This is an optimization exercise on Yosys and OpenROAD, whose aim is small area, a short achievable clock period and few clock cycles per item, not a production implementation.
Only simulation tests tie the RTL to the original design; equivalence was not proved.

## build 88
## cordic_core
module cordic_core (
    input  wire        clk,
    input  wire        rst,
    input  wire        start,
    input  wire [15:0] angle,
    output wire [15:0] sin_out,
    output wire [15:0] cos_out,
    output reg         busy
);
Size: about 990 cells after synthesis.
export LEC_CHECK = 0
export ABC_AREA = 1
export CAP_MARGIN = 20
export CORE_MARGIN = 2
export CORE_UTILIZATION = 40
export CTS_BUF_LIST = sky130_fd_sc_hd__clkbuf_8
export SETUP_SLACK_MARGIN = 1.0
export SLEW_MARGIN = 20
create_clock -name core_clock -period 5.0 [get_ports {clk}]
standard.sh (not shown) runs the stock make flow with config.mk's settings and CLKGATE_MAP_FILE= SYNTH_SCRIPT=/design/flow/synth_recipe.tcl, a recipe that flattens the netlist after the stock synthesis.
==> flow/flow/run.sh <==
#!/bin/bash
set -o pipefail
export BUFFER_PORTS_ARGS="-buffer_cell sky130_fd_sc_hd__buf_1"
cat standard.sh > standard.sh.copy.log
bash standard.sh > standard.log 2>&1
Build 88 completed; timing, DRC and antenna clean
Testbench counts of build 88, summed over its fixed seeds: cycles 62,408, items 4,800.
Input-level comparison between build 94 and build 88:
# build 88
export LEC_CHECK = 0
export ABC_AREA = 1
export CAP_MARGIN = 20
export CORE_MARGIN = 2
export CORE_UTILIZATION = 40
export CTS_BUF_LIST = sky130_fd_sc_hd__clkbuf_8
export SETUP_SLACK_MARGIN = 1.0
export SLEW_MARGIN = 20
create_clock -name core_clock -period 5.0 [get_ports {clk}]
# build 94
export LEC_CHECK = 0
export ABC_AREA = 0
export CAP_MARGIN = 20
export CORE_MARGIN = 2
export CORE_UTILIZATION = 40
export CTS_BUF_LIST = sky130_fd_sc_hd__clkbuf_8
export SETUP_SLACK_MARGIN = 1.5
export SLEW_MARGIN = 20
create_clock -name core_clock -period 5.0 [get_ports {clk}]
==> flow/run.sh (new file) <==
#!/bin/bash
# synth_recipe.tcl (not shown) runs the flow's synth.tcl, then flattens the netlist and writes it again
# the make line also repeats each setting of config.mk as NAME=value (left out here)
make -C /OpenROAD-flow-scripts/flow DESIGN_CONFIG=/design/flow/config.mk WORK_HOME=/design/flow/orfs CLKGATE_MAP_FILE= SYNTH_SCRIPT=/design/flow/synth_recipe.tcl finish
removed: flow/flow/run.sh
removed: flow/standard.sh
==> run notes <==
- Post-layout instance area (build 94 vs. build 88) increases by more than 10%
- Build 94 completed end to end with timing, DRC and antenna clean.
- [compare] base=build 88 new=build 94: final hold slack now larger; met1 layer usage reported by global route shrank by 1.2 points; number of buffers inserted to repair setup after CTS moved up; area after synthesis lower; total via count in the routed design fell by about 11%.
- Worst-case setup slack after placement: build 94 lower than build 88
- For build 88, the main combinational cell family by area after synthesis was simple AND/OR/NAND/NOR gates, unlike build 94, where it was compound AO/OA/AOI/OAI gates.
- Build 94 has multi-input gate count below what build 88 had.
diff inputs: build 94 => build 29
# build 94
export LEC_CHECK = 0
export ABC_AREA = 0
export CAP_MARGIN = 20
export CORE_MARGIN = 2
export CORE_UTILIZATION = 40
export CTS_BUF_LIST = sky130_fd_sc_hd__clkbuf_8
export SETUP_SLACK_MARGIN = 1.5
export SLEW_MARGIN = 20
create_clock -name core_clock -period 5.0 [get_ports {clk}]
# build 29
export LEC_CHECK = 0
export ABC_AREA = 1
export CAP_MARGIN = 20
export CORE_MARGIN = 2
export CORE_UTILIZATION = 40
export CTS_BUF_LIST = sky130_fd_sc_hd__clkbuf_8
export SETUP_SLACK_MARGIN = 2.0
export SLEW_MARGIN = 20
create_clock -name core_clock -period 5.0 [get_ports {clk}]
==> flow/flow/run.sh (new file) <==
#!/bin/bash
set -o pipefail
export BUFFER_PORTS_ARGS="-buffer_cell sky130_fd_sc_hd__buf_1"
cat standard.sh > standard.sh.copy.log
bash standard.sh > standard.log 2>&1
==> flow/standard.sh (new file) <==
#!/bin/bash
# synth_recipe.tcl (not shown) runs the flow's synth.tcl, then flattens the netlist and writes it again
# the make line also repeats each setting of config.mk as NAME=value (left out here)
make -C /OpenROAD-flow-scripts/flow DESIGN_CONFIG=/design/flow/config.mk WORK_HOME=/design/flow/orfs CLKGATE_MAP_FILE= SYNTH_SCRIPT=/design/flow/synth_recipe.tcl "${@:-finish}"
removed: flow/run.sh
[summary]
- When the final numbers for build 29 and build 94 were put side by side, the time the worst path needs with I/O delays and setup turned out to be greater in build 94.
### build 29 -> build 75
# build 29
export LEC_CHECK = 0
export ABC_AREA = 1
export CAP_MARGIN = 20
export CORE_MARGIN = 2
export CORE_UTILIZATION = 40
export CTS_BUF_LIST = sky130_fd_sc_hd__clkbuf_8
export SETUP_SLACK_MARGIN = 2.0
export SLEW_MARGIN = 20
create_clock -name core_clock -period 5.0 [get_ports {clk}]
# build 75
export LEC_CHECK = 0
export ABC_AREA = 1
export CAP_MARGIN = 20
export CORE_MARGIN = 2
export CORE_UTILIZATION = 40
export CTS_BUF_LIST = sky130_fd_sc_hd__clkbuf_8
export SETUP_SLACK_MARGIN = 1.5
export SLEW_MARGIN = 20
create_clock -name core_clock -period 5.0 [get_ports {clk}]
==> flow/run.sh (new file) <==
#!/bin/bash
# synth_recipe.tcl (not shown) runs the flow's synth.tcl, then flattens the netlist and writes it again
# the make line also repeats each setting of config.mk as NAME=value (left out here)
make -C /OpenROAD-flow-scripts/flow DESIGN_CONFIG=/design/flow/config.mk WORK_HOME=/design/flow/orfs CLKGATE_MAP_FILE= SYNTH_SCRIPT=/design/flow/synth_recipe.tcl finish
removed: flow/flow/run.sh
removed: flow/standard.sh
==> run notes <==
Relative to build 29, the multi-input gate area in the final layout of build 75 is lower by 580 um2.
Cmp build 29 and build 75 / detail-routed net length per standard cell / lower: build 75
Build 29 → build 75: compound-gate portion of the synthesized area now sits at about the same level, final worst-path cycle share rose by 1.7 points.
--- input diff build 75..build 9 ---
==> flow/flow/run.sh (new file) <==
#!/bin/bash
set -o pipefail
export BUFFER_PORTS_ARGS="-buffer_cell sky130_fd_sc_hd__buf_1"
cat standard.sh > standard.sh.copy.log
bash standard.sh > standard.log 2>&1
==> flow/standard.sh (new file) <==
#!/bin/bash
# synth_recipe.tcl (not shown) runs the flow's synth.tcl, then flattens the netlist and writes it again
# the make line also repeats each setting of config.mk as NAME=value (left out here)
make -C /OpenROAD-flow-scripts/flow DESIGN_CONFIG=/design/flow/config.mk WORK_HOME=/design/flow/orfs CLKGATE_MAP_FILE= SYNTH_SCRIPT=/design/flow/synth_recipe.tcl "${@:-finish}"
removed: flow/run.sh
==> comparison <==
- On global-route wire length before repair, build 9 does better than build 75.
- Status: final cell count parity (build 9, build 75)
- The setup slack of build 9 is larger than that of build 75.
- Taking build 75 as the reference, in build 9 last weighted congestion value of the routability-driven placer rose by 0.043, worst hold slack after final layout fell by 0.12 ns, via density per instance stayed essentially flat.
- On fraction of area in registers: between build 75 and build 9, it ends up higher for build 9.

==> what the ideal ports hide <==
No port has a modelled driver above. Below, the same layouts with a new extraction and two added sets of constraints.
Step 1 sets driving cells, clkbuf_16 on the clock port and buf_2 on the other inputs (assumed; they add their load-dependent delay and slew).
Step 2 times the ports against the registers' clock, not the clock port: input delays grow and output delays shrink by t, the midpoint of the rising clock arrivals with the driver on.
a / b / c = ideal ports / drivers / drivers and shift; a / b = the first two.
run | t, ns | setup WS [ns] | worst setup path after step 2
build 88 | 0.392 | 1.449 / 1.449 / 1.193 | input to register
build 94 | 0.414 | 0.696 / 0.696 / 0.696 | register to register
build 29 | 0.405 | 1.720 / 1.720 / 1.602 | input to register
build 75 | 0.401 | 1.636 / 1.639 / 1.243 | input to register
build 9 | 0.393 | 1.670 / 1.670 / 1.375 | input to register
After both steps every run listed still meets setup and hold. For build 75, which loses most, drivers alone change the setup slack by +0.003 ns; drivers and shift together by -0.393 ns.
